Source: an optimization exercise on an open RTL-to-GDS flow (aim: small area). Production flows keep margins and buffers that such runs may drop. In this exercise RTL edits were held to simulation tests only and were not proved equivalent to the original. Power figures rest on the tool's default switching activity, not on a simulated workload.

### flow/run.sh
#!/bin/bash
# synth_recipe.tcl (not shown) runs the flow's synth.tcl, then flattens the netlist and writes it again
# the make line also repeats each setting of config.mk as NAME=value (left out here)
make -C /OpenROAD-flow-scripts/flow DESIGN_CONFIG=/design/flow/config.mk WORK_HOME=/design/flow/orfs CLKGATE_MAP_FILE= SYNTH_SCRIPT=/design/flow/synth_recipe.tcl finish
### flow/config.mk
export PLATFORM = sky130hd
export DESIGN_NAME = Processor
export DESIGN_NICKNAME = Processor
export VERILOG_FILES = /design/flow/design.v
export SDC_FILE = /design/flow/constraint.sdc
export NUM_CORES = 4
export LEC_CHECK = 0
export ABC_AREA = 1
export CAP_MARGIN = 20
export CORE_MARGIN = 2
export CORE_UTILIZATION = 60
export SLEW_MARGIN = 20
### flow/constraint.sdc
create_clock -name core_clock -period 10.0 [get_ports {clk}]
set_input_delay 2.0000 -clock core_clock [delete_from_list [all_inputs] [get_ports {clk}]]
set_output_delay 2.0000 -clock core_clock [all_outputs]
set_load 0.01 [all_outputs]
### flow/design.v
module Processor(clk, rst, i_hit, instr, i_addr, d_hit, d_addr, Mem_re, Mem_we, wrt_data, rd_data, send, send_data, full, Spart_RCV, spart_addr, spart_data, PC_in, d_addr_pre, wt_EXMEM_out, Accelerator_mode_out, Accelerator_rst_out, Accelerator_addr_out, Accelerator_send_data, Accelerator_receive_data, Accelerator_stall, Accelerator_keyfound);
	parameter RESERVED_AREA = 16'h1000;
	parameter Illegal_PC_Handler = 16'h0300;
	parameter Illegal_Register_Access_Handler = 16'h0200;
	parameter Illegal_Memory_Access_Handler = 16'h0400;
	parameter Spart_Handler = 16'h0030;
	parameter Accelerator_Handler = 16'h0500;
	input clk, rst, i_hit, d_hit, full, Spart_RCV, Accelerator_keyfound, Accelerator_stall;
	input [15:0] instr, rd_data, spart_data;
	output [15:0] i_addr, d_addr, wrt_data, PC_in, d_addr_pre;
	output Mem_re, Mem_we, send, wt_EXMEM_out;
	output [7:0] send_data;
	output [2:0] spart_addr;
	output [1:0] Accelerator_mode_out;
	output Accelerator_rst_out;
	output [4:0] Accelerator_addr_out;
	output [15:0] Accelerator_send_data;
	input [15:0] Accelerator_receive_data;
	reg rst_cycle;
	reg [15:0] PC;
	reg [15:0] ifid_instr, ifid_pc;
	reg ifid_j;
	reg [2:0] ex_aluop;
	reg [3:0] ex_dst, ex_p0a, ex_p1a;
	reg ex_we, ex_taken, ex_mre, ex_mwe, ex_sendsel, ex_wt;
	reg [1:0] ex_upd, ex_srcsel, ex_mode;
	reg [2:0] ex_cond;
	reg [15:0] ex_p0;
	reg [15:0] ex_p1;           
	reg send_r;
	reg [2:0] spart_r;
	reg [1:0] accm_r;
	reg [4:0] acca_r;
	reg accr_r;
	reg mem_we, Mem_re_r, Mem_we_r, wt_r;
	reg [3:0] mem_dst;
	reg [15:0] mem_data;        
	reg [15:0] wrt_r;
	reg [2:0] intr_q;           
	reg [1:0] Mode;
	reg Z_I, O_I, N_I, Z_U, O_U, N_U;
	reg [1:0] Acc_Stall_Flag;
	reg [15:0] Acc_Data_Hold;
	reg [15:0] RF [0:15];
	wire mem_op = Mem_re_r | Mem_we_r;
	wire s_all = ~i_hit | (mem_op & ~d_hit) | Accelerator_stall;
	wire [3:0] p0_addr, p1_addr;
	wire id_mwe;
	wire lu_cond = ex_mre & ~id_mwe;
	wire lu_hit = (ex_dst == p0_addr) | (ex_dst == p1_addr);
	wire send_full = send_r & full;
	wire IFID_stall = s_all | (lu_cond ? lu_hit : send_full);
	wire IDEX_stall = s_all | (~lu_cond & send_full);
	wire IDEX_flush = ~s_all & lu_cond & lu_hit;
	wire [15:0] ins = ifid_instr;
	reg id_we, p1_sel, jump, J_sel, id_mre, id_mwe_r, send_sel, id_send, wt_in, Bad_Instr, id_br, id_jal, taken_in;
	reg [3:0] p0_addr_r, p1_addr_r;
	reg [2:0] Alu_Op, condition, id_spart;
	reg [15:0] Imme;
	reg [1:0] Updateflag, source_sel, Mode_Set, acc_mode;
	reg [4:0] acc_addr;
	reg acc_rst, p0_re, p1_re;
	assign p0_addr = p0_addr_r;
	assign p1_addr = p1_addr_r;
	assign id_mwe = id_mwe_r;
	wire [3:0] id_dst = id_jal ? 4'hc : ins[11:8];
	always @(*) begin
		id_we = 0;
		p0_addr_r = 0;
		p1_addr_r = 0;
		Updateflag = 2'b00;
		Alu_Op = 3'h0;
		Imme = {8'h00, ins[7:0]};
		p1_sel = 0;
		jump = 0;
		condition = 3'h7;
		taken_in = ins[8];
		J_sel = 0;
		source_sel = 2'b00;
		id_mre = 0;
		id_mwe_r = 0;
		Mode_Set = 0;
		send_sel = ins[0];
		id_send = 0;
		id_spart = 3'h0;
		p0_re = 0;
		p1_re = 0;
		wt_in = 0;
		acc_mode = 0;
		acc_addr = 0;
		acc_rst = 0;
		id_br = 0;
		id_jal = 0;
		case (ins[15:12])
			4'h0, 4'h1, 4'h2: begin  
				p0_addr_r = ins[7:4];
				p1_addr_r = ins[3:0];
				id_we = |ins[11:8];
				Alu_Op = {1'b0, ins[13:12]};
				Updateflag = {|ins[11:8], (|ins[11:8]) & ~ins[13]};
				p0_re = 1;
				p1_re = 1;
			end
			4'hf: begin  
				p0_addr_r = ins[7:4];
				id_we = |ins[11:8];
				p0_re = 1;
				Imme = {{12{ins[3]}}, ins[3:0]};
				p1_sel = 1;
			end
			4'h7: begin  
				id_we = |ins[11:8];
				p0_addr_r = ins[11:8];
				case (ins[5:4])
					2'h0: Alu_Op = 3'h3;
					2'h1: Alu_Op = 3'h4;
					default: Alu_Op = 3'h5;
				endcase
				p1_sel = 1;
			end
			4'h6: begin  
				id_we = |ins[11:8];
				p0_addr_r = ins[11:8];
				Alu_Op = 3'h6;
				p1_sel = 1;
			end
			4'h5: begin  
				id_we = |ins[11:8];
				p0_addr_r = ins[11:8];
				Alu_Op = 3'h7;
				p1_sel = 1;
			end
			4'h8: begin  
				jump = &ins[11:9] | ins[8];
				condition = ins[11:9];
				id_br = 1;
			end
			4'ha: begin  
				jump = 1;
				J_sel = 1;
				p0_addr_r = ins[11:8];
				if (Mode[1] == 1)
					Mode_Set = ins[1:0];
				else
					Mode_Set = 2'b00;
				p0_re = 1;
			end
			4'h9: begin  
				jump = 1;
				id_we = 1;
				source_sel = 2'b01;
				id_jal = 1;
			end
			4'h3: begin  
				p0_addr_r = ins[7:4];
				id_mre = 1;
				id_we = |ins[11:8];
				p0_re = 1;
			end
			4'h4: begin  
				id_mwe_r = 1;
				p0_addr_r = ins[7:4];
				p1_addr_r = ins[11:8];
				p0_re = 1;
				p1_re = 1;
				wt_in = ins[0];
			end
			4'hc: begin  
				Imme = {8'h00, ins[11:4]};
				p1_addr_r = ins[11:8];
				p1_sel = ins[1];
				id_send = 1;
				p1_re = ~ins[1];
			end
			4'he: begin  
				id_we = |ins[11:8];
				if (ins[7] == 1'b0) begin
					source_sel = 2'b10;
					id_spart = ins[2:0];
				end
			end
			4'hd: begin  
				Mode_Set = ins[11:10];
			end
			default: begin  
				acc_mode = (&ins[7:6] & ins[0]) ? 2'b00 : ins[7:6];
				acc_addr = ins[4:0];
				acc_rst = &ins[7:6] & ins[0];
				p0_addr_r = ins[11:8];
				id_we = (ins[7:6] == 2'b10);
				p0_re = (ins[7:6] == 2'b01 && ins[4] != 1);
				source_sel = 2'b11;
			end
		endcase
		if (Mode == 2'b01 && ((p0_re && p0_addr_r > 4'hc) || (p1_re && p1_addr_r > 4'hc) || (id_we && id_dst > 4'hc) || (ins[15:12] == 4'he && ins[7] == 1'b0)))
			Bad_Instr = 1;
		else
			Bad_Instr = 0;
	end
	wire [15:0] br_off = id_jal ? {{4{ins[11]}}, ins[11:0]} : {{7{ins[8]}}, ins[8:0]};
	wire [15:0] target = ifid_pc + br_off;
	wire [15:0] data_EXMEM_in, data_MEMWB_in;
	wire h0e = (ex_dst == p0_addr) & ex_we;
	wire h0m = (mem_dst == p0_addr) & mem_we;
	wire h1e = (ex_dst == p1_addr) & ex_we;
	wire h1m = (mem_dst == p1_addr) & mem_we;
	wire [15:0] p0v = h0e ? data_EXMEM_in : h0m ? data_MEMWB_in : RF[p0_addr];
	wire [15:0] p1r = h1e ? data_EXMEM_in : h1m ? data_MEMWB_in : RF[p1_addr];
	wire [15:0] p1v = p1_sel ? Imme : p1r;
	wire miss;
	wire Illegal_PC = ~ifid_j & (Mode == 2'b01) & (ifid_pc < RESERVED_AREA);
	wire Illegal_Memory = (id_mre | id_mwe) & (Mode == 2'b01) & (p0v < RESERVED_AREA);
	wire Store_Current = ~miss & ~IFID_stall & (|intr_q);
	reg [15:0] intr_vec;
	always @(*)
		case (intr_q)
			3'd1: intr_vec = Spart_Handler;
			3'd2: intr_vec = Accelerator_Handler;
			3'd3: intr_vec = Illegal_PC_Handler;
			3'd4: intr_vec = Illegal_Memory_Access_Handler;
			default: intr_vec = Illegal_Register_Access_Handler;
		endcase
	wire J = miss | (~IFID_stall & ((|intr_q) | jump));
	wire [15:0] J_R = miss ? ex_p1 : (|intr_q) ? intr_vec : J_sel ? p0v : target;
	wire spart_req = Spart_RCV & ~Mode[1];
	wire acc_req = Accelerator_keyfound & ~Mode[1];
	always @(posedge clk) begin
		if (miss)
			intr_q <= 3'd0;
		else if (spart_req)
			intr_q <= 3'd1;
		else if (acc_req)
			intr_q <= 3'd2;
		else if (Illegal_PC)
			intr_q <= 3'd3;
		else if (Illegal_Memory)
			intr_q <= 3'd4;
		else if (Bad_Instr)
			intr_q <= 3'd5;
		else
			intr_q <= 3'd0;
	end
	always @(posedge clk) begin
		if (rst_cycle)
			Mode <= 2'b11;
		else if (Bad_Instr | Illegal_PC | Illegal_Memory | spart_req | acc_req)
			Mode <= {~miss, Mode[0]};
		else if (IFID_stall)
			Mode <= Mode;
		else
			case (Mode_Set)
				2'b01: Mode <= 2'b00;
				2'b10: Mode <= 2'b01;
				2'b11: Mode <= {1'b0, Mode[0]};
				default: Mode <= Mode;
			endcase
	end
	always @(posedge clk)
		rst_cycle <= rst;
	wire mode0 = ~|Mode;
	assign i_addr = J ? J_R : (IFID_stall | mode0) ? PC : PC + 16'd1;
	assign PC_in = PC;
	always @(posedge clk)
		if (rst)
			PC <= 16'h0b00;
		else
			PC <= i_addr;
	always @(posedge clk) begin
		if (miss) begin
			ifid_pc <= PC;
			ifid_instr <= 0;
			ifid_j <= 0;
		end
		else if (!IFID_stall) begin
			ifid_pc <= PC;
			ifid_instr <= (J | mode0) ? 16'h0000 : instr;
			ifid_j <= J;
		end
	end
	wire flush = mode0 | miss | IDEX_flush | Bad_Instr | Illegal_PC | Illegal_Memory;
	wire sc = Store_Current;
	wire [15:0] inc = ifid_pc + {15'd0, ~sc};
	wire use_target = id_br & ~ins[8] & ~sc;
	wire use_inc = id_br | id_jal | sc;
	wire [15:0] p1_next = use_target ? target : use_inc ? inc : p1v;
	always @(posedge clk) begin
		ex_mode <= Mode;
		if (!IDEX_stall) begin
			ex_aluop <= Alu_Op;
			ex_dst <= sc ? 4'hf : id_dst;
			ex_p0a <= p0_addr;
			ex_p1a <= p1_addr;
			ex_p0 <= p0v;
			ex_p1 <= p1_next;
			ex_taken <= taken_in;
			ex_srcsel <= sc ? 2'b01 : source_sel;
			ex_sendsel <= send_sel;
		end
		if (flush) begin
			ex_we <= 0;
			ex_upd <= 0;
			ex_cond <= 3'h7;
			ex_mre <= 0;
			ex_mwe <= 0;
			send_r <= 0;
			spart_r <= 0;
			ex_wt <= 0;
			accm_r <= 0;
			acca_r <= 0;
			accr_r <= 0;
		end
		else if (IDEX_stall) begin
			send_r <= send_r & full;
			ex_wt <= wt_in;
			if ((accm_r == 2'b01 && acca_r == 5'h1f) || (accm_r == 2'b10 && acca_r == 5'h10)) begin
				accm_r <= 0;
				acca_r <= 0;
				accr_r <= 0;
			end
		end
		else if (sc) begin
			ex_we <= 1;
			ex_upd <= 0;
			ex_cond <= 3'h7;
			ex_mre <= 0;
			ex_mwe <= 0;
			send_r <= 0;
			spart_r <= 0;
			ex_wt <= 0;
			accm_r <= 0;
			acca_r <= 0;
			accr_r <= 0;
		end
		else begin
			ex_we <= id_we;
			ex_upd <= Updateflag;
			ex_cond <= condition;
			ex_mre <= id_mre;
			ex_mwe <= id_mwe;
			send_r <= id_send;
			spart_r <= id_spart;
			ex_wt <= wt_in;
			accm_r <= acc_mode;
			acca_r <= acc_addr;
			accr_r <= acc_rst;
		end
	end
	assign send = send_r;
	assign spart_addr = spart_r;
	assign Accelerator_mode_out = accm_r;
	assign Accelerator_addr_out = acca_r;
	assign Accelerator_rst_out = accr_r;
	assign Accelerator_send_data = ex_p0;
	wire [15:0] src0 = ex_p0, src1 = ex_p1;
	wire sub = (ex_aluop == 3'h1);
	wire [15:0] src_t = src1 ^ {16{sub}};
	wire [15:0] Sum = src0 + src_t + {15'd0, sub};
	wire ov = (Sum[15] != src0[15]) & (src0[15] == src_t[15]);
	wire [15:0] dst_ARI = ov ? (16'h8000 ^ {16{Sum[15]}}) : Sum;
	wire sh_left = (ex_aluop == 3'h3);
	wire sh_fill = (ex_aluop == 3'h5) & src0[15];
	wire [15:0] sh_x, sh_r;
	wire [31:0] sh_w = {{16{sh_fill}}, sh_x} >> src1[3:0];
	genvar gk;
	generate
		for (gk = 0; gk < 16; gk = gk + 1) begin : rev
			assign sh_x[gk] = sh_left ? src0[15-gk] : src0[gk];
			assign sh_r[gk] = sh_left ? sh_w[15-gk] : sh_w[gk];
		end
	endgenerate
	reg [15:0] alu_out;
	always @(*)
		case (ex_aluop)
			3'h0, 3'h1: alu_out = dst_ARI;
			3'h2: alu_out = src0 ^ src1;
			3'h3, 3'h4, 3'h5: alu_out = sh_r;
			3'h7: alu_out = {src1[7:0], src0[7:0]};
			default: alu_out = {8'h00, src1[7:0]};
		endcase
	wire Z_in = ~|alu_out;
	wire N_in = alu_out[15];
	wire OV_in = ov;
	always @(posedge clk) begin
		if (rst | ~|ex_mode) begin
			Z_I <= 0;
			O_I <= 0;
			N_I <= 0;
			Z_U <= 0;
			O_U <= 0;
			N_U <= 0;
		end
		else begin
			if (~ex_mode[1] & ex_upd[1]) Z_U <= Z_in;
			if (~ex_mode[1] & ex_upd[0]) begin O_U <= OV_in; N_U <= N_in; end
			if (ex_mode[1] & ex_upd[1]) Z_I <= Z_in;
			if (ex_mode[1] & ex_upd[0]) begin O_I <= OV_in; N_I <= N_in; end
		end
	end
	wire z = ex_mode[1] ? Z_I : Z_U;
	wire n = ex_mode[1] ? N_I : N_U;
	wire o = ex_mode[1] ? O_I : O_U;
	reg br_miss;
	always @(*)
		case (ex_cond)
			3'h0: br_miss = z ^ ex_taken;
			3'h1: br_miss = (~(z | n)) ^ ex_taken;
			3'h2: br_miss = (~n) ^ ex_taken;
			3'h3: br_miss = n ^ ex_taken;
			3'h4: br_miss = (z | n) ^ ex_taken;
			3'h5: br_miss = (~z) ^ ex_taken;
			3'h6: br_miss = o ^ ex_taken;
			default: br_miss = 0;
		endcase
	assign miss = br_miss;
	always @(posedge clk) begin
		if (Accelerator_stall) Acc_Stall_Flag <= 1;
		else if (Acc_Stall_Flag == 1) Acc_Stall_Flag <= 2;
		else if (Acc_Stall_Flag == 2 & IDEX_stall) Acc_Stall_Flag <= 2;
		else Acc_Stall_Flag <= 3;
		Acc_Data_Hold <= Accelerator_receive_data;
	end
	wire [15:0] acc_data = (Acc_Stall_Flag == 2) ? Acc_Data_Hold : Accelerator_receive_data;
	reg [15:0] src_mux;
	always @(*)
		case (ex_srcsel)
			2'b00: src_mux = alu_out;
			2'b01: src_mux = ex_p1;
			2'b10: src_mux = spart_data;
			default: src_mux = acc_data;
		endcase
	assign data_EXMEM_in = src_mux;
	assign send_data = ex_sendsel ? ex_p1[15:8] : ex_p1[7:0];
	wire b0 = (ex_p0a == mem_dst) & mem_we;
	wire b1 = (ex_p1a == mem_dst) & mem_we;
	wire [15:0] addr_in = b0 ? data_MEMWB_in : ex_p0;
	wire [15:0] wdata_in = b1 ? data_MEMWB_in : ex_p1;
	always @(posedge clk) begin
		wt_r <= ex_wt;
		if (!s_all) begin
			mem_we <= ex_we;
			mem_dst <= ex_dst;
			Mem_re_r <= ex_mre;
			Mem_we_r <= ex_mwe;
			mem_data <= (ex_mre | ex_mwe) ? addr_in : data_EXMEM_in;
			wrt_r <= wdata_in;
		end
	end
	assign Mem_re = Mem_re_r;
	assign Mem_we = Mem_we_r;
	assign d_addr = mem_data;
	assign wrt_data = wrt_r;
	assign wt_EXMEM_out = wt_r;
	assign d_addr_pre = (~d_hit & mem_op) ? mem_data : addr_in;
	assign data_MEMWB_in = Mem_re_r ? rd_data : mem_data;
	always @(posedge clk)
		if (mem_we & ~s_all)
			RF[mem_dst] <= data_MEMWB_in;
endmodule
==> results of run 1 <==
## worst min-delay path by stage
stage,from,cells past startpoint,endpoint,slack [ns]
3_5_place_dp,ex_wt,0,wt_r,0.33
4_1_cts,ex_wt,0,wt_r,0.33
6_report,ex_wt,0,wt_r,0.33
2_1_floorplan,ex_wt,0,wt_r,0.31
3_3_place_gp,ex_wt,0,wt_r,0.32
5_1_grt,ex_wt,0,wt_r,0.34
## layer usage
layer | GRT usage | vias up
li1 | - | 11883
met5 | 0 | -
met1 | 0.5812 | 12755
met3 | 0.1144 | 501
met2 | 0.6627 | 2271
met4 | 0.2902 | 2
## registers in the layout, summed over array words and instances (netlist names), 5 cells and up
register,cells
ex_p1,16
mem_data,16
ex_p0,16
PC,16
ifid_instr,16
acca_r,5
Acc_Data_Hold,16
wrt_r,16
RF,256
ifid_pc,16
## kinds of logic after synthesis
group / after synthesis
adders and majority gates: 36
xor gates and xnor gates: 83
muxes: 2
buffers and inverters: 557
and+or+nand+nor: 1380
DFF: 449
AOI/OAI and AO/OA: 840
## critical path, cell delays in order, from the launching register on
cell             delay [ns]
edfxtp_1               0.50
nor2_2                 0.25
nand2_1                0.58
xor2_1                 0.34
ha_1                   0.39
nand2_1                0.13
inv_1                  0.06
a21oi_1                0.20
nor2_1                 0.07
nor2_1                 0.29
nand3_1                0.12
nand2_1                0.10
nand2_2                0.26
nand2_1                0.15
nand2_1                0.06
nand4_1                0.14
nand3_1                0.08
o21ai_0                0.11
nand2_1                0.18
o21ai_0                0.58
o21ai_1                0.17
nand2_1                0.12
clkdlybuf4s50_1        0.54
## power breakdown
part | switching, uW | internal (uW) | leakage [uW]
Sequential | 349 | 2340 | 0.00400
Clock | 766 | 990 | 0.000730
Combinational | 3990 | 1720 | 0.00723
Total | 5110 | 5050 | 0.0120
## placed cells by master, fill, tap and decap left out, drive strengths merged, types with 34 or more instances in the layout
master           n
nand3          426
edfxtp         362
dfxtp           87
o21ai          335
buf             52
xor2            58
nand2          693
nor2           187
a21oi          241
clkbuf          67
ha              34
o211ai         160
clkdlybuf4s50  190
inv            364
## final cells by class
type | instances | area (um2) | area share
timing repair buffer | 242 | 2305 | 0.07493
clock buffer | 67 | 1303 | 0.04235
clock inverter | 19 | 207.7 | 0.006753
multi-input combinational | 2341 | 12190 | 0.3963
tap | 592 | 740.7 | 0.02408
inverter | 373 | 1400 | 0.04552
sequential | 449 | 12610 | 0.4100
## per-stage QoR
stage                     instances  worst slack (ns)  utilization  area [um2]  hold WS (ns)
after floorplan                3347            0.5477            -       27020        0.3096
after global placement         3997             2.382       0.6599       29250        0.3212
after detailed placement       3997             2.329       0.6599       29250        0.3284
after CTS                      4083             2.102       0.6940       30760        0.3301
after global routing           4083             1.754       0.6940       30760        0.3375
final                          4083             1.960       0.6940       30760        0.3278
==> summary.txt, run 1 <==
Run status
  • Status: no timing/DRC/antenna violations

Route
  • Antenna violation net count after detailed routing: 0
  • DRC viols: 0
  • Routed WL: 106,900 um
  • Met1 WL: 38,910 um
  • DR vias: between 20,000 and 30,000
  • Max layer used: met5
  • Met2 WL post-DR: between 40,000 and 50,000 um
  • WL met3: 14,440 um
  • Vias per inst: 6.714
  • Routed wire per std cell: ~26 um
  • Initial DRC Count: 4,884
  • Drt first pass iters: 7

Pwr
  • Pwr/cell area: about 330 nW/um2
  • Peak supply drop: 0.4686 mV
  • Overall power: 10,150 uW
  • Leak: between 0.01 and 0.015 uW

Finish
  • FILL cells: 3,421
  • Fraction of layout cells with a size suffix above 1: 0.05414
  • Synthesis-to-finish area growth: 13.84%
  • Ant diodes: 0
  • Nets: 3,562

Worst setup path
  • Critical Path Start: ex_aluop[2]
  • Crit path to: i_addr[7]
  • Max FO, Critical Path: 17
  • Worst R2R Start: ifid_instr[13]
  • End of the worst register-to-register path: ex_p1[14]
  • CP Capture Type: primary output
  • CP Data Required Time: 8.00 ns
  • Critical Path Start Type: register
  • Register-to-register setup slack: a little under 4 ns
  • WP data arrival: between 6 and 7 ns
  • Worst reg2reg path depth: 28
  • WS Path Type: reg2out

Synthesis
  • Post-synth EDFFs: 362
  • Synth Area in Simple Gates: 0.2229
  • Primary FF master, synth: edfxtp_1
  • Top cells by area, synth: edfxtp_1 (40%), nand2_1 (9.3%), nand3_1 (7.8%), dfxtp_1 (6.4%), o21ai_0 (5.9%)
  • Unique cell type count in the Yosys netlist: 64
  • Post-Synth Adder-Cell Area: 0.01723
  • Async SR Flop Fraction: 0
  • Netlist Area Pre-Place: 27,020 um2
  • Cells after synthesis: 3,347
  • Commonest cells in the netlist: nand2_1 (673), nand3_1 (422), edfxtp_1 (362)
  • Main combinational cell family by area after synthesis: simple AND/OR/NAND/NOR gates
  • Mux contribution to synthesized area: 0.0007409
  • Synth Area in Compound Gates: 0.1815
  • Sequential fraction of the synthesis area: 0.4668
  • Synth Area in XOR/XNOR: 0.02690
  • Yosys top cell area share: 0.4023
  • Post-synthesis register bit count: 449
  • Syn_area_per_cell: 8.073 um2
  • Cell taking the most area after synthesis: edfxtp_1
  • Synth Warn #: 1
  • Syn Nets: about 3,500
  • Count leader, synth: nand2_1

Global route
  • First-pass GRT wire length: roughly 160,000 um
  • Vias in the first global route: 26,250
  • Grt total ovfl: 0
  • Largest net degree at the start of global routing: 261
  • GRT Total Usage: 0.4462
  • Initial antenna violation count: 1

CTS
  • Clock Sinks: about 450
  • Clock Path Buffers: 3
  • # Post-CTS Setup Buffers: 0
  • Post-cts gate resize count: 0
  • CTS tree: built
  • Reg clk slew, reported paths: 0.06 ns
  • CTS buffer count: 47
  • Root Buffer: clkbuf_16
  • H-tree depth: 2
  • Clock Latency Late Sink: 0.61 ns
  • CTS Hold Bufs: 0

Timing
  • Final Hold Fails: 0
  • RSZ-0062 raised after global routing: no
  • Tmin final: 8.040 ns
  • Setup violations, final: 0
  • Setup TNS: 0 ns
  • F_max: 0.1244 GHz
  • Slew @ Worst Pin: 1.209 ns
  • Slew Limit Fails: 0
  • Max Clock Skew: 0.01686 ns
  • Fin crit share: 0.8040
  • Rel. slew slack: 0.1941

Floorplanning
  • Boundary pin count: 191
  • Total core area: 44,320 um2
  • Initial core utilization: 0.6097
  • Die outline width: around 220 um
  • Die area: between 40,000 and 50,000 um2
  • Site row count: between 70 and 80
  • Die Y: 216.2 um

Place
  • Number of buffer cells added on primary ports: 190
  • Routability cong.: 1.084
  • Dpl hpwl: 73,450 um

Worst hold path
  • Hold Crit Class: reg2reg

Flow run
  • Max Cap Viol: 0
==> inputs of run 2 (changes only) <==
--- a/flow/design.v
+++ b/flow/design.v
@@ -22,5 +22,6 @@
 	reg ifid_j;
 	reg [2:0] ex_aluop;
-	reg [3:0] ex_dst, ex_p0a, ex_p1a;
+	reg [3:0] ex_dst;
+	reg ex_fix0, ex_fix1;       
 	reg ex_we, ex_taken, ex_mre, ex_mwe, ex_sendsel, ex_wt;
 	reg [1:0] ex_upd, ex_srcsel, ex_mode;
@@ -199,5 +200,14 @@
 	end
 	wire [15:0] br_off = id_jal ? {{4{ins[11]}}, ins[11:0]} : {{7{ins[8]}}, ins[8:0]};
-	wire [15:0] target = ifid_pc + br_off;
+	wire [15:0] target;
+	wire [16:0] tc;
+	assign tc[0] = 1'b0;
+	genvar gt;
+	generate
+		for (gt = 0; gt < 16; gt = gt + 1) begin : tadd
+			assign target[gt] = ifid_pc[gt] ^ br_off[gt] ^ tc[gt];
+			assign tc[gt+1] = (ifid_pc[gt] & br_off[gt]) | (tc[gt] & (ifid_pc[gt] ^ br_off[gt]));
+		end
+	endgenerate
 	wire [15:0] data_EXMEM_in, data_MEMWB_in;
 	wire h0e = (ex_dst == p0_addr) & ex_we;
@@ -259,5 +269,15 @@
 		rst_cycle <= rst;
 	wire mode0 = ~|Mode;
-	assign i_addr = J ? J_R : (IFID_stall | mode0) ? PC : PC + 16'd1;
+	wire [15:0] pc_inc;
+	wire [16:0] pcc;
+	assign pcc[0] = 1'b1;
+	genvar gp;
+	generate
+		for (gp = 0; gp < 16; gp = gp + 1) begin : pinc
+			assign pc_inc[gp] = PC[gp] ^ pcc[gp];
+			assign pcc[gp+1] = PC[gp] & pcc[gp];
+		end
+	endgenerate
+	assign i_addr = J ? J_R : (IFID_stall | mode0) ? PC : pc_inc;
 	assign PC_in = PC;
 	always @(posedge clk)
@@ -280,5 +300,14 @@
 	wire flush = mode0 | miss | IDEX_flush | Bad_Instr | Illegal_PC | Illegal_Memory;
 	wire sc = Store_Current;
-	wire [15:0] inc = ifid_pc + {15'd0, ~sc};
+	wire [15:0] inc;
+	wire [16:0] ic;
+	assign ic[0] = ~sc;
+	genvar gi;
+	generate
+		for (gi = 0; gi < 16; gi = gi + 1) begin : iinc
+			assign inc[gi] = ifid_pc[gi] ^ ic[gi];
+			assign ic[gi+1] = ifid_pc[gi] & ic[gi];
+		end
+	endgenerate
 	wire use_target = id_br & ~ins[8] & ~sc;
 	wire use_inc = id_br | id_jal | sc;
@@ -289,6 +318,6 @@
 			ex_aluop <= Alu_Op;
 			ex_dst <= sc ? 4'hf : id_dst;
-			ex_p0a <= p0_addr;
-			ex_p1a <= p1_addr;
+			ex_fix0 <= h0e & ex_mre;
+			ex_fix1 <= h1e & ex_mre;
 			ex_p0 <= p0v;
 			ex_p1 <= p1_next;
@@ -355,5 +384,14 @@
 	wire sub = (ex_aluop == 3'h1);
 	wire [15:0] src_t = src1 ^ {16{sub}};
-	wire [15:0] Sum = src0 + src_t + {15'd0, sub};
+	wire [15:0] Sum;
+	wire [16:0] cy;
+	assign cy[0] = sub;
+	genvar ga;
+	generate
+		for (ga = 0; ga < 16; ga = ga + 1) begin : aadd
+			assign Sum[ga] = src0[ga] ^ src_t[ga] ^ cy[ga];
+			assign cy[ga+1] = (src0[ga] & src_t[ga]) | (cy[ga] & (src0[ga] ^ src_t[ga]));
+		end
+	endgenerate
 	wire ov = (Sum[15] != src0[15]) & (src0[15] == src_t[15]);
 	wire [15:0] dst_ARI = ov ? (16'h8000 ^ {16{Sum[15]}}) : Sum;
@@ -431,8 +469,6 @@
 	assign data_EXMEM_in = src_mux;
 	assign send_data = ex_sendsel ? ex_p1[15:8] : ex_p1[7:0];
-	wire b0 = (ex_p0a == mem_dst) & mem_we;
-	wire b1 = (ex_p1a == mem_dst) & mem_we;
-	wire [15:0] addr_in = b0 ? data_MEMWB_in : ex_p0;
-	wire [15:0] wdata_in = b1 ? data_MEMWB_in : ex_p1;
+	wire [15:0] addr_in = ex_fix0 ? data_MEMWB_in : ex_p0;
+	wire [15:0] wdata_in = ex_fix1 ? data_MEMWB_in : ex_p1;
 	always @(posedge clk) begin
 		wt_r <= ex_wt;
==> flow/flow/run.sh (new file) <==
#!/bin/bash
# Own layout flow: the standard ORFS flow, with three changes:
#  - synthesis maps the logic with an area-oriented ABC script (flow/area.abc);
#    everything else in synthesis, registers included, is the standard synthesis;
#  - ports are buffered with the smallest buffer (buf_1);
#  - clock tree with small clock buffers and no dummy loads.
# Each tool's full output stays in orfs/logs/...; make's output goes to flow_make.log here.
set -euo pipefail
W=$(pwd)
F="$W/flow"
{
  printf 'proc abc {args} { set i [lsearch $args -script]; if {$i >= 0} {lset args [expr {$i + 1}] %s}; yosys abc {*}$args }\n' "$F/area.abc"
  cat "$W/synth_recipe.tcl"
} > "$W/own_synth.tcl"
sed "s#SYNTH_SCRIPT=[^ ]*synth_recipe.tcl#SYNTH_SCRIPT=$W/own_synth.tcl#" "$W/standard.sh" > "$W/own_standard.sh"
grep -q own_synth.tcl "$W/own_standard.sh"
export BUFFER_PORTS_ARGS="-buffer_cell sky130_fd_sc_hd__buf_1"
export CTS_ARGS="-sink_clustering_enable -repair_clock_nets -dont_use_dummy_load -buf_list sky130_fd_sc_hd__clkbuf_8"
bash "$W/own_standard.sh" finish > "$W/flow_make.log" 2>&1
==> flow/flow/area.abc (new file) <==
strash
&get -n
&fraig -x
&put
scorr
dc2
dretime
strash
dch -f
amap -F 6 -A 20
==> flow/standard.sh (new file) <==
#!/bin/bash
# synth_recipe.tcl (not shown) runs the flow's synth.tcl, then flattens the netlist and writes it again
# the make line also repeats each setting of config.mk as NAME=value (left out here)
make -C /OpenROAD-flow-scripts/flow DESIGN_CONFIG=/design/flow/config.mk WORK_HOME=/design/flow/orfs CLKGATE_MAP_FILE= SYNTH_SCRIPT=/design/flow/synth_recipe.tcl "${@:-finish}"
--- a/flow/config.mk
+++ b/flow/config.mk
@@ -6,5 +6,4 @@
 export NUM_CORES = 4
 export LEC_CHECK = 0
-export ABC_AREA = 1
 export CAP_MARGIN = 20
 export CORE_MARGIN = 2
removed: flow/run.sh
==> run 2 against run 1 <==
Against the previous run: the layout now fails its checks (setup timing); die area is 15% lower; final area shrank 8.5%; sequential power shrank 4%; final cell count shrank 24%; hold slack better by 0.011 ns; combinational power rose by 18%; synthesized area decreased by 15%; flip-flop and latch count is 6 lower; non-clock buffer count increased by 222; largest cell class unchanged.
==> summary.txt, run 2 <==
Run status
  • Status: finished with violations
  • Layout check failures: setup timing

CTS
  • Clock Latency Late Sink: around 0.7 ns
  • Clock Sinks: 443
  • Clock Path Buffers: 3
  • H-tree depth: 3
  • Reg clk slew, reported paths: 0.06 ns
  • CTS tree: built
  • Root Buffer: clkbuf_8
  • CTS Hold Bufs: 0
  • CTS buffer count: 72

Synthesis
  • Commonest cells in the netlist: edfxtp_1 (356), o22ai_1 (317), clkinv_1 (218)
  • Main combinational cell family by area after synthesis: compound AO/OA/AOI/OAI gates
  • Synth Area in Compound Gates: 0.3190
  • Netlist Area Pre-Place: 22,850 um2
  • Syn Nets: 2,178
  • Yosys top cell area share: 0.4678
  • Cell taking the most area after synthesis: edfxtp_1
  • Unique cell type count in the Yosys netlist: 49
  • Cells after synthesis: 2,046
  • Async SR Flop Fraction: 0
  • Post-Synth Adder-Cell Area: 0.04205
  • Post-synth EDFFs: 356
  • Top cells by area, synth: edfxtp_1 (47%), o22ai_1 (8.7%), dfxtp_1 (7.6%), a22oi_1 (4.3%), o221ai_1 (4.1%)
  • Synth Area in Simple Gates: 0.05875
  • Count leader, synth: edfxtp_1
  • Syn_area_per_cell: 11.17 um2
  • Primary FF master, synth: edfxtp_1
  • Post-synthesis register bit count: approximately 440
  • Sequential fraction of the synthesis area: 0.5441
  • Synth Warn #: 1
  • Mux contribution to synthesized area: 0
  • Synth Area in XOR/XNOR: 0.0003833

Timing
  • Fin crit share: 1.084
  • Max Clock Skew: 0.07277 ns
  • RSZ-0062 raised after global routing: yes
  • Slew Limit Fails: 0
  • Slew @ Worst Pin: 1.319 ns
  • Final setup margin: -0.8388 ns
  • Hold WS: 0.3385 ns
  • F_max: 0.09226 GHz
  • Final Hold Fails: 0
  • Tmin final: 10.84 ns
  • Rel. slew slack: 0.1208
  • Setup violations, final: 18

Route
  • Drt first pass iters: 12
  • DRC viols: 0
  • Vias per inst: 7.859
  • Antenna violation net count after detailed routing: 0
  • Initial DRC Count: 4,558
  • Routed wire per std cell: 33.36 um
  • DR vias: 24,325
  • Routed WL: 103,300 um

Floorplanning
  • Die area: 39,660 um2
  • Die Y: 199.2 um
  • Die outline width: 199.2 um
  • Total core area: 37,580 um2
  • Site row count: 71
  • Boundary pin count: 191
  • Initial core utilization: 0.6081

Finish
  • Layout Cell Area excl Fill: 28,130 um2
  • Register cell area after layout: about 12,000 um2
  • Nets: 2,716
  • Most flops, register: RF
  • Multi-input logic area: 10,300 um2
  • FILL cells: 2,537
  • Fin util: 0.7486
  • Fraction of layout cells with a size suffix above 1: 0.1855
  • Most frequent cells in the layout: edfxtp_1 (356), o22ai_1 (296), buf_4 (241), clkinv_1 (201), buf_1 (176)
  • Synthesis-to-finish area growth: 23.11%
  • Number of flip-flops in the largest register: 256
  • Commonest non-fill, non-tap cell in the layout: edfxtp_1

Place
  • Dpl ws: -0.6002 ns
  • Dpl cell area: 25,310 um2
  • Dpl hpwl: 67,390 um
  • Routability cong.: 1.024
  • Number of buffer cells added on primary ports: between 150 and 200

Global route
  • GRT Total Usage: 0.5183
  • Vias in the first global route: about 23,000
  • First-pass GRT wire length: 148,000 um
  • Initial antenna violation count: 4
  • Largest net degree at the start of global routing: 89
  • Grt total ovfl: 0

Flow run
  • Max Cap Viol: 0

Worst setup path
  • CP Capture Type: primary output
  • WP data arrival: between 8 and 9 ns
  • CP Data Required Time: 8.00 ns
  • Most common cell on crit path: fa_2
  • CP Buf/Inv Count: 8
  • WS Path Type: reg2out
  • Max FO, Critical Path: 5
  • Worst stage delay on the critical path: 0.42 ns
  • Slowest stage cell on the critical path: a221oi_2
  • Critical Path Start Type: register
  • CP delay by family, top: adder cells

Worst hold path
  • Hold Crit Class: reg2reg

Pwr
  • Leak: 0.009405 uW
  • Pwr/cell area: about 380 nW/um2
  • Peak supply drop: 0.4900 mV
[run 2: changes by cell type after synthesis, moves of 119 or more]
cell / before / now
inv_1: 352 / 0
nand3_1: 422 / 19
o22ai_1: 23 / 317
a22oi_1: 13 / 132
clkinv_1: 10 / 218
o21ai_0: 320 / 112
nand2_1: 673 / 60
a21oi_1: 240 / 79
o211ai_1: 159 / 13
[run 2: final timing paths]
kind | cells past startpoint | from | end | slack (ns)
setup / recovery | 35 | ex_aluop[2] | i_addr[8] | -0.84
hold / removal | 0 | ex_wt | wt_r | 0.34
setup reg to reg | 64 | ex_aluop[2] | Z_U | -0.73
hold reg to reg | 0 | ex_wt | wt_r | 0.34
[run 2: layer usage]
| metal | vias up | wire (um) | global-route usage |
|---|---|---|---|
| li1 | 9657 | - | - |
| met1 | 11207 | 33760 | 0.6597 |
| met2 | 2744 | 42170 | 0.7305 |
| met3 | 713 | 18430 | 0.2073 |
| met4 | 4 | 8819 | 0.3391 |
| met5 | - | 91 | 0.01149 |
[run 2: cell type report]
| cell class | count | area share |
|---|---|---|
| Inverter | 218 | 0.02984 |
| Tap cell | 511 | 0.02273 |
| Clock buffer | 72 | 0.03523 |
| Multi-Input combinational cell | 1385 | 0.3661 |
| Antenna cell | 2 | 0.0001779 |
| Sequential cell | 443 | 0.4419 |
| Timing Repair Buffer | 464 | 0.1039 |
[run 2: timing repair]
item                                    in CTS  in global routing
setup buffers                              151                 30
endpoints found under the setup margin      16                 23
gates resized for setup                     74                 97
endpoints found under the hold margin        0                  0
pin swaps                                   51                 55
[run 2: logic make-up (layout without fill, tap and decap cells)]
kind of cell,count (synthesis),in the layout
adder cells (fa/ha/maj),60,60
flip-flops,443,443
buffers and inverters,218,754
AND/OR/NAND/NOR,305,305
XOR/XNOR,1,1
AO/OA/AOI/OAI,1019,1019
other,0,2
[run 2: metrics by stage]
stage	power, uW	instances	setup TNS (ns)
6_report	10630	3095	-12.21
5_1_grt	10830	3094	-16.47
4_1_cts	9879	3095	-11.04
3_5_place_dp	8063	2872	-6.466
3_3_place_gp	7997	2872	-4.486
2_1_floorplan	5730	2046	0
[run 2: report_power, final]
part | leakage, uW | internal, uW | switching (uW)
Sequential | 0.00394 | 2310 | 273
Combinational | 0.00495 | 2400 | 4340
Clock | 0.000518 | 634 | 670
==> inputs of run 3 (changes only) <==
--- a/flow/design.v
+++ b/flow/design.v
@@ -215,6 +215,17 @@
 	wire h1e = (ex_dst == p1_addr) & ex_we;
 	wire h1m = (mem_dst == p1_addr) & mem_we;
-	wire [15:0] p0v = h0e ? data_EXMEM_in : h0m ? data_MEMWB_in : RF[p0_addr];
-	wire [15:0] p1r = h1e ? data_EXMEM_in : h1m ? data_MEMWB_in : RF[p1_addr];
+	wire [15:0] s0, s1;
+	wire [255:0] rf_flat;
+	genvar gs;
+	generate
+		for (gs = 0; gs < 16; gs = gs + 1) begin : rsel
+			assign s0[gs] = (p0_addr == gs) & ~h0e & ~h0m;
+			assign s1[gs] = (p1_addr == gs) & ~h1e & ~h1m;
+			assign rf_flat[16*gs +: 16] = RF[gs];
+		end
+	endgenerate
+	wire [15:0] p0v, p1r;
+	RF_read rd0(.sel(s0), .sel_e(h0e), .sel_m(h0m & ~h0e), .rf(rf_flat), .d_e(data_EXMEM_in), .d_m(data_MEMWB_in), .q(p0v));
+	RF_read rd1(.sel(s1), .sel_e(h1e), .sel_m(h1m & ~h1e), .rf(rf_flat), .d_e(data_EXMEM_in), .d_m(data_MEMWB_in), .q(p1r));
 	wire [15:0] p1v = p1_sel ? Imme : p1r;
 	wire miss;
@@ -279,5 +290,14 @@
 		end
 	endgenerate
-	assign i_addr = J ? J_R : (IFID_stall | mode0) ? PC : pc_inc;
+	wire hold_pc = IFID_stall | mode0;
+	wire nj = ~miss & ~IFID_stall;
+	wire s_miss = miss;
+	wire s_intr = nj & (|intr_q);
+	wire s_jr = nj & ~(|intr_q) & jump & J_sel;
+	wire s_tgt = nj & ~(|intr_q) & jump & ~J_sel;
+	wire s_hold = ~J & hold_pc;
+	wire s_inc = ~J & ~hold_pc;
+	assign i_addr = ({16{s_miss}} & ex_p1) | ({16{s_intr}} & intr_vec) | ({16{s_jr}} & p0v)
+		| ({16{s_tgt}} & target) | ({16{s_hold}} & PC) | ({16{s_inc}} & pc_inc);
 	assign PC_in = PC;
 	always @(posedge clk)
@@ -384,14 +404,5 @@
 	wire sub = (ex_aluop == 3'h1);
 	wire [15:0] src_t = src1 ^ {16{sub}};
-	wire [15:0] Sum;
-	wire [16:0] cy;
-	assign cy[0] = sub;
-	genvar ga;
-	generate
-		for (ga = 0; ga < 16; ga = ga + 1) begin : aadd
-			assign Sum[ga] = src0[ga] ^ src_t[ga] ^ cy[ga];
-			assign cy[ga+1] = (src0[ga] & src_t[ga]) | (cy[ga] & (src0[ga] ^ src_t[ga]));
-		end
-	endgenerate
+	wire [15:0] Sum = src0 + src_t + {15'd0, sub};
 	wire ov = (Sum[15] != src0[15]) & (src0[15] == src_t[15]);
 	wire [15:0] dst_ARI = ov ? (16'h8000 ^ {16{Sum[15]}}) : Sum;
@@ -493,2 +504,12 @@
 			RF[mem_dst] <= data_MEMWB_in;
 endmodule
+module RF_read(input [15:0] sel, input sel_e, sel_m, input [255:0] rf, input [15:0] d_e, d_m, output [15:0] q);
+	reg [15:0] o;
+	integer i;
+	always @(*) begin
+		o = (d_e & {16{sel_e}}) | (d_m & {16{sel_m}});
+		for (i = 0; i < 16; i = i + 1)
+			o = o | (rf[16*i +: 16] & {16{sel[i]}});
+	end
+	assign q = o;
+endmodule
--- a/flow/flow/run.sh
+++ b/flow/flow/run.sh
@@ -16,4 +16,4 @@
 grep -q own_synth.tcl "$W/own_standard.sh"
 export BUFFER_PORTS_ARGS="-buffer_cell sky130_fd_sc_hd__buf_1"
-export CTS_ARGS="-sink_clustering_enable -repair_clock_nets -dont_use_dummy_load -buf_list sky130_fd_sc_hd__clkbuf_8"
+export CTS_ARGS="-sink_clustering_enable -repair_clock_nets -dont_use_dummy_load -buf_list sky130_fd_sc_hd__clkbuf_8 -sink_clustering_size 10 -sink_clustering_max_diameter 50"
 bash "$W/own_standard.sh" finish > "$W/flow_make.log" 2>&1
==> run 3 against run 2 <==
Against the previous run: the run now finishes clean; combinational power is 37% lower; register-to-register slack better by 1.7 ns; critical endpoint is now i_addr[10]; maximum frequency is 16% higher; critical path type unchanged; clock-buffer cell count is 21 lower; worst setup slack better by 1.5 ns; flip-flop and latch count stayed put; largest cell class unchanged.
==> summary.txt, run 3 <==
Route
  • Routed wire per std cell: 34.69 um
  • DR vias: 22,256
  • DRC viols: 0
  • Antenna violation net count after detailed routing: 0
  • Routed WL: 96,880 um
  • Initial DRC Count: 4,486
  • Vias per inst: 7.968
  • Drt first pass iters: 15

Finish
  • Fin util: 0.6967
  • Commonest non-fill, non-tap cell in the layout: edfxtp_1
  • Nets: ~2,500
  • Most flops, register: RF
  • Synthesis-to-finish area growth: 13.63%
  • Most frequent cells in the layout: edfxtp_1 (356), nor2_1 (245), clkinv_1 (198), buf_1 (190), o22ai_1 (165)
  • Fraction of layout cells with a size suffix above 1: 0.08237
  • Post-Layout Cell Count: 2,793
  • Number of flip-flops in the largest register: 256
  • FILL cells: 2,674

Timing
  • Fin crit share: 0.9369
  • Max Clock Skew: 0.06913 ns
  • Setup TNS: 0 ns
  • Setup violations, final: 0
  • Slew @ Worst Pin: around 1.4 ns
  • Final Hold Fails: 0
  • Rel. slew slack: 0.07261
  • F_max: 0.1067 GHz
  • Final setup margin: 0.6312 ns
  • Slew Limit Fails: 0
  • Tmin final: between 9 and 10 ns

Global route
  • Largest net degree at the start of global routing: 59
  • First-pass GRT wire length: 138,400 um
  • GRT Total Usage: 0.5001
  • Vias in the first global route: 20,723
  • Initial antenna violation count: 2
  • Grt total ovfl: 0

Synthesis
  • Syn_area_per_cell: 11.03 um2
  • Synth Warn #: 2
  • Netlist Area Pre-Place: 21,910 um2
  • Unique cell type count in the Yosys netlist: 53
  • Cell taking the most area after synthesis: edfxtp_1
  • Async SR Flop Fraction: 0
  • Post-synth EDFFs: 356
  • Primary FF master, synth: edfxtp_1
  • Syn Nets: 2,120
  • Post-synthesis register bit count: roughly 440
  • Yosys top cell area share: 0.4878
  • Count leader, synth: edfxtp_1
  • Top cells by area, synth: edfxtp_1 (49%), dfxtp_1 (7.9%), a222oi_1 (5.0%), o22ai_1 (4.7%), nor2_1 (4.3%)
  • Cells after synthesis: ~2,000
  • Sequential fraction of the synthesis area: 0.5673
  • Commonest cells in the netlist: edfxtp_1 (356), nor2_1 (251), clkinv_1 (201)

Worst setup path
  • CP Capture Type: primary output
  • WS Path Type: reg2out
  • Most common cell on crit path: nor2_1
  • Critical Path Start Type: register
  • CP Data Required Time: 8.00 ns
  • WP data arrival: 7.37 ns
  • Worst stage delay on the critical path: 0.51 ns
  • Slowest stage cell on the critical path: a221oi_1
  • Max FO, Critical Path: 16

CTS
  • CTS Hold Bufs: 0
  • H-tree depth: 2
  • Clock Sinks: 443
  • Clock Path Buffers: 3
  • Clock Latency Late Sink: between 0.6 and 0.7 ns
  • Root Buffer: clkbuf_8
  • Reg clk slew, reported paths: 0.07 ns
  • CTS tree: built
  • CTS buffer count: slightly above 50

Floorplanning
  • Die area: approximately 38,000 um2
  • Total core area: 35,740 um2
  • Die Y: 195.1 um
  • Site row count: 69
  • Boundary pin count: 191
  • Die outline width: 195.1 um
  • Initial core utilization: 0.6131

Pwr
  • Pwr/cell area: 320.2 nW/um2
  • Peak supply drop: 0.2356 mV
  • Overall power: approximately 8000 uW
  • Leak: 0.008154 uW

Run status
  • Status: no timing/DRC/antenna violations

Worst hold path
  • Hold Crit Class: reg2reg

Place
  • Number of buffer cells added on primary ports: 190
  • Placed cells: between 2,000 and 3,000
  • Dpl ws: 0.6458 ns
  • Routability cong.: 1.079
  • Dpl hpwl: 66,620 um

Flow run
  • Max Cap Viol: 0
==> run 3: cell count changes after synthesis, sizes merged, moves of 34 or more <==
cell    delta
nand2     +44
o221ai    -77
a222oi    +82
a22oi     -34
o22ai    -152
nor2     +104
==> run 3: repair_timing <==
item                       CTS  global route
setup buffers                0             2
hold endpoints to repair     0             0
cloned                       0             0
pin swaps                    0             1
gates resized for setup      2            17
setup endpoints to repair    2            12
==> run 3: final timing paths <==
path                                startpoint    endpoint  slack [ns]  depth (start not counted)
worst max-delay path               ex_aluop[2]  i_addr[10]        0.63                         43
worst min register to register           ex_wt        wt_r        0.34                          0
worst max register to register  ifid_instr[15]   ex_p1[15]        0.92                         29
worst min-delay path                     ex_wt        wt_r        0.34                          0
==> run 3: per-layer routing <==
layer / routed length [um] / track usage / up-vias
li1: - / - / 8817
met1: 31410 / 0.6344 / 10331
met2: 38960 / 0.7095 / 2450
met3: 18000 / 0.2007 / 658
met4: 8512 / 0.3282 / 0
met5: 0 / 0.005109 / -
==> run 3: final cells by class <==
cell class | count | area, um2 | area share
Sequential cell | 443 | 12430 | 0.4992
Inverter | 201 | 760.7 | 0.03055
Multi-Input combinational cell | 1343 | 8945 | 0.3592
Timing Repair Buffer | 293 | 1484 | 0.05959
Antenna cell | 1 | 2.502 | 0.0001005
Clock buffer | 51 | 701.9 | 0.02819
Tap cell | 461 | 576.8 | 0.02316
==> run 3: cell families after synthesis <==
kind of cell,Yosys count,share of synthesized area
XOR/XNOR,1,0.0003997
flip-flops,443,0.5673
buffers and inverters,201,0.03443
adder cells (fa/ha/maj),61,0.03997
AND/OR/NAND/NOR,510,0.1020
AO/OA/AOI/OAI,771,0.2560
==> run 3: metrics by stage <==
step | hold slack (ns) | cell area, um2
2_1_floorplan | 0.3096 | 21920
3_3_place_gp | 0.3105 | 24060
3_5_place_dp | 0.3233 | 24070
4_1_cts | 0.3402 | 24780
5_1_grt | 0.3437 | 24900
6_report | 0.3386 | 24900
==> run 3: worst max-delay path: cells and delay by family, from the launching register on <==
kind | cells | cell delay [ns]
AO/OA/AOI/OAI | 9 | 2.25
adder cells (fa/ha/maj) | 1 | 0.28
buffers and inverters | 8 | 1.48
flip-flops | 1 | 0.45
AND/OR/NAND/NOR | 25 | 2.30
==> run 3: report_power, final <==
part / switching [uW] / internal, uW
logic: 2960 / 1300
registers: 329 / 2310
clock network: 624 / 450
total: 3920 / 4060
==> inputs of run 4 (changes only) <==
--- a/flow/design.v
+++ b/flow/design.v
@@ -24,5 +24,5 @@
 	reg [3:0] ex_dst;
 	reg ex_fix0, ex_fix1;       
-	reg ex_we, ex_taken, ex_mre, ex_mwe, ex_sendsel, ex_wt;
+	reg ex_we, ex_taken, ex_mre, ex_mwe, ex_wt;
 	reg [1:0] ex_upd, ex_srcsel, ex_mode;
 	reg [2:0] ex_cond;
@@ -55,5 +55,5 @@
 	wire IDEX_flush = ~s_all & lu_cond & lu_hit;
 	wire [15:0] ins = ifid_instr;
-	reg id_we, p1_sel, jump, J_sel, id_mre, id_mwe_r, send_sel, id_send, wt_in, Bad_Instr, id_br, id_jal, taken_in;
+	reg id_we, p1_sel, jump, J_sel, id_mre, id_mwe_r, id_send, wt_in, Bad_Instr, id_br, id_jal, id_lhb, taken_in;
 	reg [3:0] p0_addr_r, p1_addr_r;
 	reg [2:0] Alu_Op, condition, id_spart;
@@ -82,5 +82,5 @@
 		id_mwe_r = 0;
 		Mode_Set = 0;
-		send_sel = ins[0];
+		id_lhb = 0;
 		id_send = 0;
 		id_spart = 3'h0;
@@ -123,5 +123,5 @@
 				id_we = |ins[11:8];
 				p0_addr_r = ins[11:8];
-				Alu_Op = 3'h6;
+				source_sel = 2'b01;  
 				p1_sel = 1;
 			end
@@ -129,6 +129,8 @@
 				id_we = |ins[11:8];
 				p0_addr_r = ins[11:8];
-				Alu_Op = 3'h7;
+				source_sel = 2'b01;  
+				Imme = {ins[7:0], 8'h00};
 				p1_sel = 1;
+				id_lhb = 1;
 			end
 			4'h8: begin  
@@ -228,5 +230,7 @@
 	RF_read rd0(.sel(s0), .sel_e(h0e), .sel_m(h0m & ~h0e), .rf(rf_flat), .d_e(data_EXMEM_in), .d_m(data_MEMWB_in), .q(p0v));
 	RF_read rd1(.sel(s1), .sel_e(h1e), .sel_m(h1m & ~h1e), .rf(rf_flat), .d_e(data_EXMEM_in), .d_m(data_MEMWB_in), .q(p1r));
-	wire [15:0] p1v = p1_sel ? Imme : p1r;
+	wire [15:0] p1v0 = p1_sel ? Imme : p1r;
+	wire [7:0] p1v_lo = id_lhb ? p0v[7:0] : (id_send & ins[0]) ? p1v0[15:8] : p1v0[7:0];
+	wire [15:0] p1v = {p1v0[15:8], p1v_lo};
 	wire miss;
 	wire Illegal_PC = ~ifid_j & (Mode == 2'b01) & (ifid_pc < RESERVED_AREA);
@@ -332,5 +336,6 @@
 	wire use_target = id_br & ~ins[8] & ~sc;
 	wire use_inc = id_br | id_jal | sc;
-	wire [15:0] p1_next = use_target ? target : use_inc ? inc : p1v;
+	wire id_sub = (ins[15:12] == 4'h1);
+	wire [15:0] p1_next = use_target ? target : use_inc ? inc : (p1v ^ {16{id_sub}});
 	always @(posedge clk) begin
 		ex_mode <= Mode;
@@ -344,5 +349,4 @@
 			ex_taken <= taken_in;
 			ex_srcsel <= sc ? 2'b01 : source_sel;
-			ex_sendsel <= send_sel;
 		end
 		if (flush) begin
@@ -403,5 +407,5 @@
 	wire [15:0] src0 = ex_p0, src1 = ex_p1;
 	wire sub = (ex_aluop == 3'h1);
-	wire [15:0] src_t = src1 ^ {16{sub}};
+	wire [15:0] src_t = src1;
 	wire [15:0] Sum = src0 + src_t + {15'd0, sub};
 	wire ov = (Sum[15] != src0[15]) & (src0[15] == src_t[15]);
@@ -423,7 +427,5 @@
 			3'h0, 3'h1: alu_out = dst_ARI;
 			3'h2: alu_out = src0 ^ src1;
-			3'h3, 3'h4, 3'h5: alu_out = sh_r;
-			3'h7: alu_out = {src1[7:0], src0[7:0]};
-			default: alu_out = {8'h00, src1[7:0]};
+			default: alu_out = sh_r;
 		endcase
 	wire Z_in = ~|alu_out;
@@ -479,7 +481,10 @@
 		endcase
 	assign data_EXMEM_in = src_mux;
-	assign send_data = ex_sendsel ? ex_p1[15:8] : ex_p1[7:0];
-	wire [15:0] addr_in = ex_fix0 ? data_MEMWB_in : ex_p0;
-	wire [15:0] wdata_in = ex_fix1 ? data_MEMWB_in : ex_p1;
+	assign send_data = ex_p1[7:0];
+	wire [15:0] addr_in = ex_fix0 ? rd_data : ex_p0;
+	wire [15:0] wdata_in = ex_fix1 ? rd_data : ex_p1;
+	wire [15:0] mem_data_next = s_all ? mem_data : (ex_mre | ex_mwe) ? addr_in : data_EXMEM_in;
+	always @(posedge clk)
+		mem_data <= mem_data_next;
 	always @(posedge clk) begin
 		wt_r <= ex_wt;
@@ -489,5 +494,4 @@
 			Mem_re_r <= ex_mre;
 			Mem_we_r <= ex_mwe;
-			mem_data <= (ex_mre | ex_mwe) ? addr_in : data_EXMEM_in;
 			wrt_r <= wdata_in;
 		end
@@ -498,5 +502,5 @@
 	assign wrt_data = wrt_r;
 	assign wt_EXMEM_out = wt_r;
-	assign d_addr_pre = (~d_hit & mem_op) ? mem_data : addr_in;
+	assign d_addr_pre = mem_data_next;
 	assign data_MEMWB_in = Mem_re_r ? rd_data : mem_data;
 	always @(posedge clk)
==> run 4 against run 3 <==
Against the previous run: still clean; wire length down 7.6%; maximum frequency shrank 0.10%; critical path depth is 3 higher; clock power hardly changed; clock-buffer cell count rose by 2; core utilization is 1.7 points lower; final area decreased by 0.78%; final cell count grew 1.5%; via count shrank 4.2%; worst setup slack got worse by 0.0095 ns; flip-flop and latch count is 1 lower; highest routed layer is now met5.
==> summary.txt, run 4 <==
Synthesis
  • Post-synth EDFFs: 339
  • Async SR Flop Fraction: 0
  • Unique cell type count in the Yosys netlist: 51
  • Netlist Area Pre-Place: 21,980 um2
  • Synth Warn #: 2
  • Cell taking the most area after synthesis: edfxtp_1
  • Syn_area_per_cell: between 10 and 15 um2
  • Primary FF master, synth: edfxtp_1
  • Sequential fraction of the synthesis area: 0.5569
  • Count leader, synth: edfxtp_1
  • Commonest cells in the netlist: edfxtp_1 (339), nor2_1 (248), clkinv_1 (215)
  • Post-synthesis register bit count: 442
  • Syn Nets: approximately 2,200
  • Top cells by area, synth: edfxtp_1 (46%), dfxtp_1 (9.4%), a222oi_1 (5.3%), nor2_1 (4.2%), clkinv_1 (3.7%)
  • Yosys top cell area share: 0.4631
  • Cells after synthesis: 2,042

Pwr
  • Leak: 0.008175 uW
  • Overall power: 8199 uW
  • Peak supply drop: ~0.20 mV
  • Pwr/cell area: between 300 and 400 nW/um2

Route
  • Antenna violation net count after detailed routing: 0
  • Routed wire per std cell: between 30 and 40 um
  • Routed WL: between 80,000 and 90,000 um
  • Initial DRC Count: about 4,300
  • DR vias: 21,325
  • Vias per inst: around 7.5
  • DRC viols: 0
  • Drt first pass iters: 13

Finish
  • Number of flip-flops in the largest register: 256
  • Nets: ~2,500
  • Most frequent cells in the layout: edfxtp_1 (339), nor2_1 (238), clkinv_1 (213), buf_1 (190), o21ai_0 (143)
  • Most flops, register: RF
  • Synthesis-to-finish area growth: 12.41%
  • Commonest non-fill, non-tap cell in the layout: edfxtp_1
  • Fraction of layout cells with a size suffix above 1: 0.06889

Worst setup path
  • Worst stage delay on the critical path: 0.55 ns
  • Critical Path Start Type: register
  • CP Capture Type: primary output
  • Most common cell on crit path: nor2_1
  • Worst reg2reg path depth: 34
  • Register-to-register setup slack: 1.59 ns
  • Slowest stage cell on the critical path: o211ai_1
  • Max FO, Critical Path: 21
  • CP Data Required Time: 8.00 ns
  • WP data arrival: 7.38 ns
  • WS Path Type: reg2out

Worst hold path
  • Worst hold stages: 0
  • Hold Crit Class: reg2reg

CTS
  • Clock Path Buffers: 3
  • Reg clk slew, reported paths: 0.08 ns
  • CTS buffer count: 53
  • CTS tree: built
  • H-tree depth: 2
  • Clock Latency Late Sink: 0.67 ns
  • Root Buffer: clkbuf_8
  • Clock Sinks: between 400 and 500

Place
  • Dpl ws: 1.214 ns
  • Routability cong.: 1.048
  • Dpl hpwl: slightly above 60,000 um
  • Number of buffer cells added on primary ports: 190

Timing
  • Rel. slew slack: 0.2247
  • Final Hold Fails: 0
  • Max Clock Skew: 0.08156 ns
  • Slew Limit Fails: 0
  • RSZ-0062 raised after global routing: no
  • Final setup margin: 0.6217 ns
  • F_max: ~0.11 GHz
  • Setup TNS: 0 ns
  • Fin crit share: 0.9378
  • Setup violations, final: 0
  • Slew @ Worst Pin: 1.162 ns
  • Tmin final: 9.378 ns

Floorplanning
  • Initial core utilization: 0.6048
  • Die area: 38,180 um2
  • Site row count: 70
  • Total core area: 36,350 um2
  • Die outline width: just under 200 um
  • Die Y: 195.4 um
  • Boundary pin count: 191

Global route
  • Vias in the first global route: 20,052
  • Grt total ovfl: 0
  • GRT Total Usage: 0.4654
  • Largest net degree at the start of global routing: 58
  • Initial antenna violation count: 3
  • First-pass GRT wire length: approximately 130,000 um

Run status
  • Status: no timing/DRC/antenna violations

Flow run
  • Max Cap Viol: 0
-- run 4: cell count changes in the layout (fill, tap and decap cells not counted), sizes merged, moves of 17 or more --
cell	before	now
a21oi	86	104
a221oi	50	29
a22oi	98	68
edfxtp	356	339
nand2	104	130
o21ai	104	143
o22ai	165	103
o32ai	4	24
-- run 4: final cells by class --
class                           count  area [um2]
Inverter                          215       807.0
Fill cell                        2834       11640
Sequential cell                   442       12240
Clock buffer                       53       729.5
Timing Repair Buffer              279        1381
Multi-Input combinational cell   1377        8959
Antenna cell                        2       5.005
Tap cell                          468       585.6
-- run 4: per-layer routing --
layer,GRT usage,share of wire
met2,0.6819,0.42
met3,0.1468,0.16
met5,0,0.00013
met1,0.6009,0.34
met4,0.2991,0.080
-- run 4: final timing paths --
check / startpoint / to
setup / recovery: ex_p1[0] / i_addr[12]
hold reg to reg: ex_wt / wt_r
hold / removal: ex_wt / wt_r
setup reg to reg: ifid_instr[13] / ex_p1[14]
-- run 4: metrics by stage --
stage               hold WS (ns)  instances  cell area [um2]    util
finish                    0.3608       2836            24710  0.6798
global route              0.3637       2835            24710  0.6797
detailed placement        0.3390       2781            23970  0.6593
CTS                       0.3596       2834            24690  0.6794
floorplan                 0.3096       2042            21990       -
global placement          0.3415       2781            23970  0.6593
-- run 4: where the power goes --
group | internal [uW] | switching (uW) | total (uW)
combinational | 1380 | 3060 | 4440
sequential | 2350 | 324 | 2670
clock | 467 | 622 | 1090
-- run 4: critical path, delay by kind of cell, from the launching register on --
family | cells | cell delay, ns
AO/OA/AOI/OAI | 7 | 1.90
adder cells (fa/ha/maj) | 1 | 0.21
buffers and inverters | 9 | 1.58
flip-flops | 1 | 0.36
AND/OR/NAND/NOR | 29 | 2.72
-- run 4: cells by family after synthesis --
kind of cell	share of synthesized area
and+or+nand+nor	0.1086
AOI/OAI and AO/OA	0.2533
xor gates and xnor gates	0.0003985
buffers and inverters	0.03945
adders and majority gates	0.04133
DFF	0.5569
-- run 4: timing repair --
action / in CTS / in global routing
endpoints found under the setup margin: 0 / 5
setup buffers: 0 / 0
gates resized for setup: 0 / 3
hold buffers: 0 / 0

what the ideal ports hide:
Ports are ideal in the flow. The routed layouts listed here were re-timed in OpenROAD.
Step 1 assumes that a clkbuf_16 drives the clock port and a buf_2 every other input.
Step 2 times the ports against the registers' clock, not the clock port: input delays grow and output delays shrink by t, the midpoint of the rising clock arrivals with the driver on.
a / b / c = no drivers / after step 1 / after step 2; a / b = the first two.
| run | shift t [ns] | setup slack, ns | cell pins on the clock port's net |
|---|---|---|---|
| run 1 | 0.663 | 1.960 / 1.899 / 2.174 | 1 |
| run 2 | 0.698 | -0.839 / -0.896 / -0.726 | 1 |
| run 3 | 0.705 | 0.631 / 0.576 / 0.919 | 1 |
| run 4 | 0.684 | 0.622 / 0.567 / 1.251 | 1 |
